Background: an optimization exercise with open tools, aiming at small area and a short achievable clock period. Do not read the settings as production practice.
In this exercise RTL edits were held to simulation tests only and were not proved equivalent to the original.
Power is estimated from default activity; no workload was simulated.

`design.v`:
```
module mul8s(input [7:0] a, input [7:0] b, output [15:0] p);
wire pp_0_0 = a[0] & b[0];
wire pp_0_1 = a[1] & b[0];
wire pp_0_2 = a[2] & b[0];
wire pp_0_3 = a[3] & b[0];
wire pp_0_4 = a[4] & b[0];
wire pp_0_5 = a[5] & b[0];
wire pp_0_6 = a[6] & b[0];
wire pp_0_7 = ~(a[7] & b[0]);
wire pp_1_0 = a[0] & b[1];
wire pp_1_1 = a[1] & b[1];
wire pp_1_2 = a[2] & b[1];
wire pp_1_3 = a[3] & b[1];
wire pp_1_4 = a[4] & b[1];
wire pp_1_5 = a[5] & b[1];
wire pp_1_6 = a[6] & b[1];
wire pp_1_7 = ~(a[7] & b[1]);
wire pp_2_0 = a[0] & b[2];
wire pp_2_1 = a[1] & b[2];
wire pp_2_2 = a[2] & b[2];
wire pp_2_3 = a[3] & b[2];
wire pp_2_4 = a[4] & b[2];
wire pp_2_5 = a[5] & b[2];
wire pp_2_6 = a[6] & b[2];
wire pp_2_7 = ~(a[7] & b[2]);
wire pp_3_0 = a[0] & b[3];
wire pp_3_1 = a[1] & b[3];
wire pp_3_2 = a[2] & b[3];
wire pp_3_3 = a[3] & b[3];
wire pp_3_4 = a[4] & b[3];
wire pp_3_5 = a[5] & b[3];
wire pp_3_6 = a[6] & b[3];
wire pp_3_7 = ~(a[7] & b[3]);
wire pp_4_0 = a[0] & b[4];
wire pp_4_1 = a[1] & b[4];
wire pp_4_2 = a[2] & b[4];
wire pp_4_3 = a[3] & b[4];
wire pp_4_4 = a[4] & b[4];
wire pp_4_5 = a[5] & b[4];
wire pp_4_6 = a[6] & b[4];
wire pp_4_7 = ~(a[7] & b[4]);
wire pp_5_0 = a[0] & b[5];
wire pp_5_1 = a[1] & b[5];
wire pp_5_2 = a[2] & b[5];
wire pp_5_3 = a[3] & b[5];
wire pp_5_4 = a[4] & b[5];
wire pp_5_5 = a[5] & b[5];
wire pp_5_6 = a[6] & b[5];
wire pp_5_7 = ~(a[7] & b[5]);
wire pp_6_0 = a[0] & b[6];
wire pp_6_1 = a[1] & b[6];
wire pp_6_2 = a[2] & b[6];
wire pp_6_3 = a[3] & b[6];
wire pp_6_4 = a[4] & b[6];
wire pp_6_5 = a[5] & b[6];
wire pp_6_6 = a[6] & b[6];
wire pp_6_7 = ~(a[7] & b[6]);
wire pp_7_0 = ~(a[0] & b[7]);
wire pp_7_1 = ~(a[1] & b[7]);
wire pp_7_2 = ~(a[2] & b[7]);
wire pp_7_3 = ~(a[3] & b[7]);
wire pp_7_4 = ~(a[4] & b[7]);
wire pp_7_5 = ~(a[5] & b[7]);
wire pp_7_6 = ~(a[6] & b[7]);
wire pp_7_7 = a[7] & b[7];
wire s1, c2;
assign {c2, s1} = pp_0_6 + pp_1_5;
wire s3, c4;
assign {c4, s3} = pp_0_7 + pp_1_6 + pp_2_5;
wire s5, c6;
assign {c6, s5} = pp_3_4 + pp_4_3;
wire s7, c8;
assign {c8, s7} = pp_1_7 + pp_2_6 + pp_3_5;
wire s9, c10;
assign {c10, s9} = pp_4_4 + pp_5_3 + pp_6_2;
wire s11, c12;
assign {c12, s11} = pp_2_7 + pp_3_6 + pp_4_5;
wire s13, c14;
assign {c14, s13} = pp_0_4 + pp_1_3;
wire s15, c16;
assign {c16, s15} = pp_0_5 + pp_1_4 + pp_2_3;
wire s17, c18;
assign {c18, s17} = pp_3_2 + pp_4_1;
wire s19, c20;
assign {c20, s19} = s1 + pp_2_4 + pp_3_3;
wire s21, c22;
assign {c22, s21} = pp_4_2 + pp_5_1 + pp_6_0;
wire s23, c24;
assign {c24, s23} = c2 + s3 + s5;
wire s25, c26;
assign {c26, s25} = pp_5_2 + pp_6_1 + pp_7_0;
wire s27, c28;
assign {c28, s27} = c4 + c6 + s7;
wire s29, c30;
assign {c30, s29} = s9 + pp_7_1 + 1'b1;
wire s31, c32;
assign {c32, s31} = c8 + c10 + s11;
wire s33, c34;
assign {c34, s33} = pp_5_4 + pp_6_3 + pp_7_2;
wire s35, c36;
assign {c36, s35} = c12 + pp_3_7 + pp_4_6;
wire s37, c38;
assign {c38, s37} = pp_5_5 + pp_6_4 + pp_7_3;
wire s39, c40;
assign {c40, s39} = pp_4_7 + pp_5_6 + pp_6_5;
wire s41, c42;
assign {c42, s41} = pp_0_3 + pp_1_2;
wire s43, c44;
assign {c44, s43} = s13 + pp_2_2 + pp_3_1;
wire s45, c46;
assign {c46, s45} = c14 + s15 + s17;
wire s47, c48;
assign {c48, s47} = c16 + c18 + s19;
wire s49, c50;
assign {c50, s49} = c20 + c22 + s23;
wire s51, c52;
assign {c52, s51} = c24 + c26 + s27;
wire s53, c54;
assign {c54, s53} = c28 + c30 + s31;
wire s55, c56;
assign {c56, s55} = c32 + c34 + s35;
wire s57, c58;
assign {c58, s57} = c36 + c38 + s39;
wire s59, c60;
assign {c60, s59} = c40 + pp_5_7 + pp_6_6;
wire s61, c62;
assign {c62, s61} = pp_0_2 + pp_1_1;
wire s63, c64;
assign {c64, s63} = s41 + pp_2_1 + pp_3_0;
wire s65, c66;
assign {c66, s65} = c42 + s43 + pp_4_0;
wire s67, c68;
assign {c68, s67} = c44 + s45 + pp_5_0;
wire s69, c70;
assign {c70, s69} = c46 + s47 + s21;
wire s71, c72;
assign {c72, s71} = c48 + s49 + s25;
wire s73, c74;
assign {c74, s73} = c50 + s51 + s29;
wire s75, c76;
assign {c76, s75} = c52 + s53 + s33;
wire s77, c78;
assign {c78, s77} = c54 + s55 + s37;
wire s79, c80;
assign {c80, s79} = c56 + s57 + pp_7_4;
wire s81, c82;
assign {c82, s81} = c58 + s59 + pp_7_5;
wire s83, c84;
assign {c84, s83} = c60 + pp_6_7 + pp_7_6;
wire [15:0] x = {1'b1, c84, c82, c80, c78, c76, c74, c72, c70, c68, c66, c64, c62, s61, pp_0_1, pp_0_0};
wire [15:0] y = {1'b0, pp_7_7, s83, s81, s79, s77, s75, s73, s71, s69, s67, s65, s63, pp_2_0, pp_1_0, 1'b0};
assign p = x + y;
endmodule
module ALU8bit(input clk, input [3:0] Op,
               input [7:0] a, input [7:0] b,
               output reg [7:0] result, output reg [15:0] product,
               output OF, output zero, output slt);
wire sub = (Op == 4'd10);
function carry7(input [6:0] g, input [6:0] p);
  reg g10, p10, g32, p32, g54, p54, g30, g64, p64;
  begin
    g10 = g[1] | (p[1] & g[0]);
    g32 = g[3] | (p[3] & g[2]); p32 = p[3] & p[2];
    g54 = g[5] | (p[5] & g[4]); p54 = p[5] & p[4];
    g30 = g32 | (p32 & g10);
    g64 = g[6] | (p[6] & g54);  p64 = p[6] & p54;
    carry7 = g64 | (p64 & g30);
  end
endfunction
wire [6:0] bn = ~b[6:0];
wire c7a = carry7(a[6:0] & b[6:0], a[6:0] | b[6:0]);
wire c7s = carry7({a[6:1] & bn[6:1], a[0] | bn[0]}, a[6:0] | bn);
wire c7  = sub ? c7s : c7a;
wire b7x = b[7] ^ sub;
assign OF = c7 ? (~a[7] & ~b7x) : (a[7] & b7x);
assign zero = (result == 8'd0) & ~OF;
assign slt  = result[7] & sub & ~OF;
wire [7:0] arith = a + (b ^ {8{sub}}) + {7'd0, sub};
wire [2:0] s   = b[2:0];
wire big       = |b[7:3];
wire right     = (Op == 4'd4) | (Op == 4'd6) | (Op == 4'd8);
wire rot_op    = (Op == 4'd7) | (Op == 4'd8);
wire [2:0] L   = right ? (3'd0 - s) : s;
wire [7:0] r1  = L[0] ? {a[6:0], a[7]}    : a;
wire [7:0] r2  = L[1] ? {r1[5:0], r1[7:6]} : r1;
wire [7:0] rot = L[2] ? {r2[3:0], r2[7:4]} : r2;
wire [7:0] t;
genvar i;
generate for (i = 0; i < 8; i = i + 1) begin : g_t
  assign t[i] = (i >= s);
end endgenerate
wire [7:0] trev = {t[0], t[1], t[2], t[3], t[4], t[5], t[6], t[7]};
wire [7:0] keep = rot_op ? 8'hff : big ? 8'h00 : (right ? trev : t);
wire fill = (Op == 4'd6) & a[7];
wire [7:0] shres = (rot & keep) | ({8{fill}} & ~keep);
wire [15:0] mul;
mul8s M0(.a(a), .b(b), .p(mul));
always @(posedge clk) begin
  case (Op)
    4'd0: result <= ~a;
    4'd1: result <= a & b;
    4'd2: result <= a | b;
    4'd3, 4'd4, 4'd6, 4'd7, 4'd8: result <= shres;
    4'd5: result <= {a[7], shres[6:0]};
    4'd9, 4'd10: result <= arith;
    default: result <= 8'd0;
  endcase
  product <= (Op == 4'd11) ? mul : 16'd0;
end
endmodule
```
`flow/run.sh`:
```
#!/bin/bash
# Own layout flow: the standard ORFS flow (standard.sh), run unchanged for
# synthesis, then for the layout with these changes to how it is made:
#  - port buffers are sky130_fd_sc_hd__buf_1 (ORFS otherwise picks a delay cell);
#  - clock tree built from small clock buffers, without dummy loads.
# Each make call writes its full output to its own log file in this folder.
set -euo pipefail
bash standard.sh synth > flow_synth.log 2>&1
bash standard.sh \
  "BUFFER_PORTS_ARGS=-buffer_cell sky130_fd_sc_hd__buf_1" \
  "CTS_ARGS=-sink_clustering_enable -repair_clock_nets -dont_use_dummy_load -buf_list {sky130_fd_sc_hd__clkbuf_2 sky130_fd_sc_hd__clkbuf_4 sky130_fd_sc_hd__clkbuf_8}" \
  finish > flow_layout.log 2>&1
```
`standard.sh`:
```
#!/bin/bash
# synth_recipe.tcl (not shown) runs the flow's synth.tcl, then flattens the netlist and writes it again
# the make line also repeats each setting of config.mk as NAME=value (left out here)
make -C /OpenROAD-flow-scripts/flow DESIGN_CONFIG=/design/flow/config.mk WORK_HOME=/design/flow/orfs CLKGATE_MAP_FILE= SYNTH_SCRIPT=/design/flow/synth_recipe.tcl "${@:-finish}"
```
`config.mk`:
```
export PLATFORM = sky130hd
export DESIGN_NAME = ALU8bit
export DESIGN_NICKNAME = ALU8bit
export VERILOG_FILES = /design/flow/design.v
export SDC_FILE = /design/flow/constraint.sdc
export NUM_CORES = 4
export LEC_CHECK = 0
export CAP_MARGIN = 20
export CORE_MARGIN = 2
export CORE_UTILIZATION = 70
export SETUP_SLACK_MARGIN = 2
export SLEW_MARGIN = 20
```
`constraint.sdc`:
```
create_clock -name core_clock -period 8.0 [get_ports {clk}]
set_input_delay 1.6000 -clock core_clock [delete_from_list [all_inputs] [get_ports {clk}]]
set_output_delay 1.6000 -clock core_clock [all_outputs]
set_load 0.01 [all_outputs]
```
==> flow_summary.ini <==
[logic_synthesis]
dominantRegCellSynth = sky130_fd_sc_hd__dfxtp_1
yosysWarningCount = 1
synthArstFlopShare_pct = 0
ys_seq_elements = 24
synth.area.top_cells = sky130_fd_sc_hd__fa_1 18%, sky130_fd_sc_hd__dfxtp_1 12%, sky130_fd_sc_hd__ha_1 11%
synth.cells.most_frequent = 62 x sky130_fd_sc_hd__nand2_1, 61 x sky130_fd_sc_hd__inv_1, 45 x sky130_fd_sc_hd__nor2_1, 37 x sky130_fd_sc_hd__fa_1, 36 x sky130_fd_sc_hd__ha_1
number_of_distinct_library_cells_after_synthesis = 56
synth.yosys.seq_area_share_pct = 11.6
number_of_synthesized_flops_with_an_enable_pin = 0
syn_nets = 614
synth_cells = 520
synth.most_common_cell = sky130_fd_sc_hd__nand2_1
syn_area_per_cell_um2 = 7.94
synth_top_cell_area_share_pct = 17.9
netlist_area_um2 = 4130
synth_largest_area_cell = sky130_fd_sc_hd__fa_1

[timing]
min_period_ns = 5.72
slew_viol_final = 0
min_period_over_period_pct = 71.5
setup_repair_after_global_routing_missed_its_margin = no
number_of_failing_hold_endpoints_at_the_final_stage = 0
maxSlewHeadroom_pct = 42.8
fmaxAchievable_mhz = 175
worst_hold_slack_ns = 1.93
finalSetupViolations = 0
sum_of_negative_setup_slack_ns = 0
tightest_slew_ns = 0.845

[placed_design]
dpl.hpwl_um = 8270
global_placer_s_final_weighted_congestion = 0.960
place_area_um2 = 4320
placed_cells = 616
port-buffer-count = 47

[drt]
detail-route-antenna-nets = 0
num_vias = 3923
per_cell_via_count_in_the_routed_design = 6.34
drt-pass1-iter-count = 7
wl_per_cell_um = 17.5
wirelength_um = 10900
drt_iter0_drc = 403
drt_drc_violations_left = 0

[global_routing]
grt_pass1_wl_um = 17900
grt_antenna_before_repair = 0
grt_use_total_pct = 35.5
globalRouteOverflowTotal = 0
grt_start_max_net_pins = 28
grt_pass1_vias = 3724

[clock_network]
cts_tree = yes
htree_levels = 1
tritoncts.num_buffers = 3
clk_transition_reported_paths_ns = 0.10
cts_setup_buffers = 0
cts_root_buf = sky130_fd_sc_hd__clkbuf_8
cts.sinks = 24
cts-root-to-sink-buffers = 2

[outcome]
status = finished clean

[critical_path]
path_class = in2out
crit_path_top_delay_cell = sky130_fd_sc_hd__buf_1
cp_data_required_time_ns = 6.40
crit_path_cell_trace = buf_1, inv_1, ha_1, nor2_1, o21ai_0, a21oi_1, o2111ai_1, a31oi_1, mux2_2, nor2_1, buf_1
crit_path_end_kind = output port
worstSetupStartpointType = primary input
critical_path_arrival_ns = 4.12
critical-path-max-stage-delay_ns = 0.50
crit_path_max_fanout = 14

[floorplanning]
fp.dieH_um = 80.8
placement_rows = 27
chipWidth_um = 80.8
floorplan.initialDensity_pct = 73.6
floorplan.io_pins = 48
fp.dieArea_um2 = 6530
core_um2 = 5610

[finish]
layout.cells.non_filler = 619
num-nets-final = 643
area_growth_syn_to_layout_pct = 5.85
antennaDiodeCount = 0
drive_above_1_share_pct = 5.12
filler_cell_count = 431
finalInstanceArea_um2 = 4370

[worst_hold_path]
min_path_type = in2reg

[run]
maxCapViolCount = 0

[power_and_ir_drop]
ir_worst_vdd_mv = 0.263
power.density_cell_area_nw_per_um2 = 178
p_leak_nw = 2.00
## cell usage in the layout (no fill, tap or decap), types with 10 or more instances in the layout
cell and n:
sky130_fd_sc_hd__nand2_1 62, sky130_fd_sc_hd__dfxtp_1 24, sky130_fd_sc_hd__nor2_1 45, sky130_fd_sc_hd__fa_1 37, sky130_fd_sc_hd__ha_1 36, sky130_fd_sc_hd__xor2_1 15, sky130_fd_sc_hd__a22oi_1 10, sky130_fd_sc_hd__xnor2_1 13
sky130_fd_sc_hd__a21o_1 12, sky130_fd_sc_hd__buf_1 44, sky130_fd_sc_hd__a21oi_1 34, sky130_fd_sc_hd__and2_1 28, sky130_fd_sc_hd__o21ai_0 22, sky130_fd_sc_hd__inv_1 61
## metal layers
metal / up-vias / global-route usage, % / wire length (µm)
li1: 1820 / - / -
met2: 221 / 56.8 / 4930
met4: 0 / 10.0 / 303
met5: - / 0 / 0
met3: 38 / 7.56 / 1100
met1: 1844 / 49.1 / 4520
## per-stage QoR
step | power, W | setup slack (ns) | utilization (%)
after floorplan | 0.000577 | 2.42 | -
after global placement | 0.000669 | 1.86 | 77.1
after detailed placement | 0.000692 | 1.57 | 77.1
after CTS | 0.000769 | 2.02 | 77.8
after global routing | 0.000855 | 2.07 | 77.9
final | 0.000777 | 2.28 | 77.9
## kinds of logic (layout without fill, tap and decap cells)
family	count (synthesis)	in the layout	synth area share [%]
AND/OR/NAND/NOR	164	164	18.4
AO/OA/AOI/OAI	121	121	19.2
buffers and inverters	92	119	8.76
adder cells (fa/ha/maj)	74	74	29.1
XOR/XNOR	28	28	5.94
flip-flops	24	24	11.6
multiplexers	17	17	7.03
## flip-flops by register name, summed over array words and instances (netlist names)
register / count
product: 16
result: 8
## final cells by class
class / count / area [µm²] / area share, %
multi-input combinational: 404 / 3290 / 75.4
sequential: 24 / 480 / 11.0
inverter: 63 / 239 / 5.47
timing repair buffer: 53 / 225 / 5.15
tap: 72 / 90.1 / 2.06
clock buffer: 3 / 41.3 / 0.945
## critical path, delay by kind of cell
family,cells,cell delay [ns]
adders and majority gates,1,0.29
muxes,1,0.40
buffers and inverters,3,0.93
and+or+nand+nor,2,0.20
AOI/OAI and AO/OA,4,0.70
## where the power goes
group	internal (W)	leakage (nW)	switching, W	total [W]
Clock	0.0000339	0.0216	0.0000462	0.0000801
Sequential	0.000131	0.196	0.00000469	0.000136
Combinational	0.000235	1.78	0.000326	0.000561
## final timing paths
path              start  slack, ns  cells after the start                end
hold / removal    Op[3]       1.93                      3  result[7]$_DFF_P_
setup / recovery   a[0]       2.28                     11               zero
## what timing repair did
action | in CTS | in global routing
pin swaps | 0 | 0
gates resized for setup | 1 | 5
gates cloned | 0 | 0
hold buffers | 0 | 0
endpoints found under the setup margin | 4 | 7

afterwards: timing with drivers on the ports:
In the flow no input, the clock included, has a driving cell. The finished layout below was timed again as built, in two steps. Step 1: set_driving_cell puts a clkbuf_16 on clk and a buf_2 on each other input, an assumption about the parent block. Step 2, shift: input delay + t, output delay - t, t = (earliest + latest rising clock arrival at the registers) / 2. This alone moves slack from input paths to output paths. a / b / c = no drivers / after step 1 / after step 2; a / b = the first two.
t (ns): 0.306
slack for setup (ns): 2.278 / 2.253 / 2.027
clock arrival spread, ns: 0.005 / 0.006
pins driven straight from the clock port: 1
After both steps this run still meets setup and hold. The setup slack of this run moves by -0.025 ns with the drivers and by -0.251 ns with both steps.
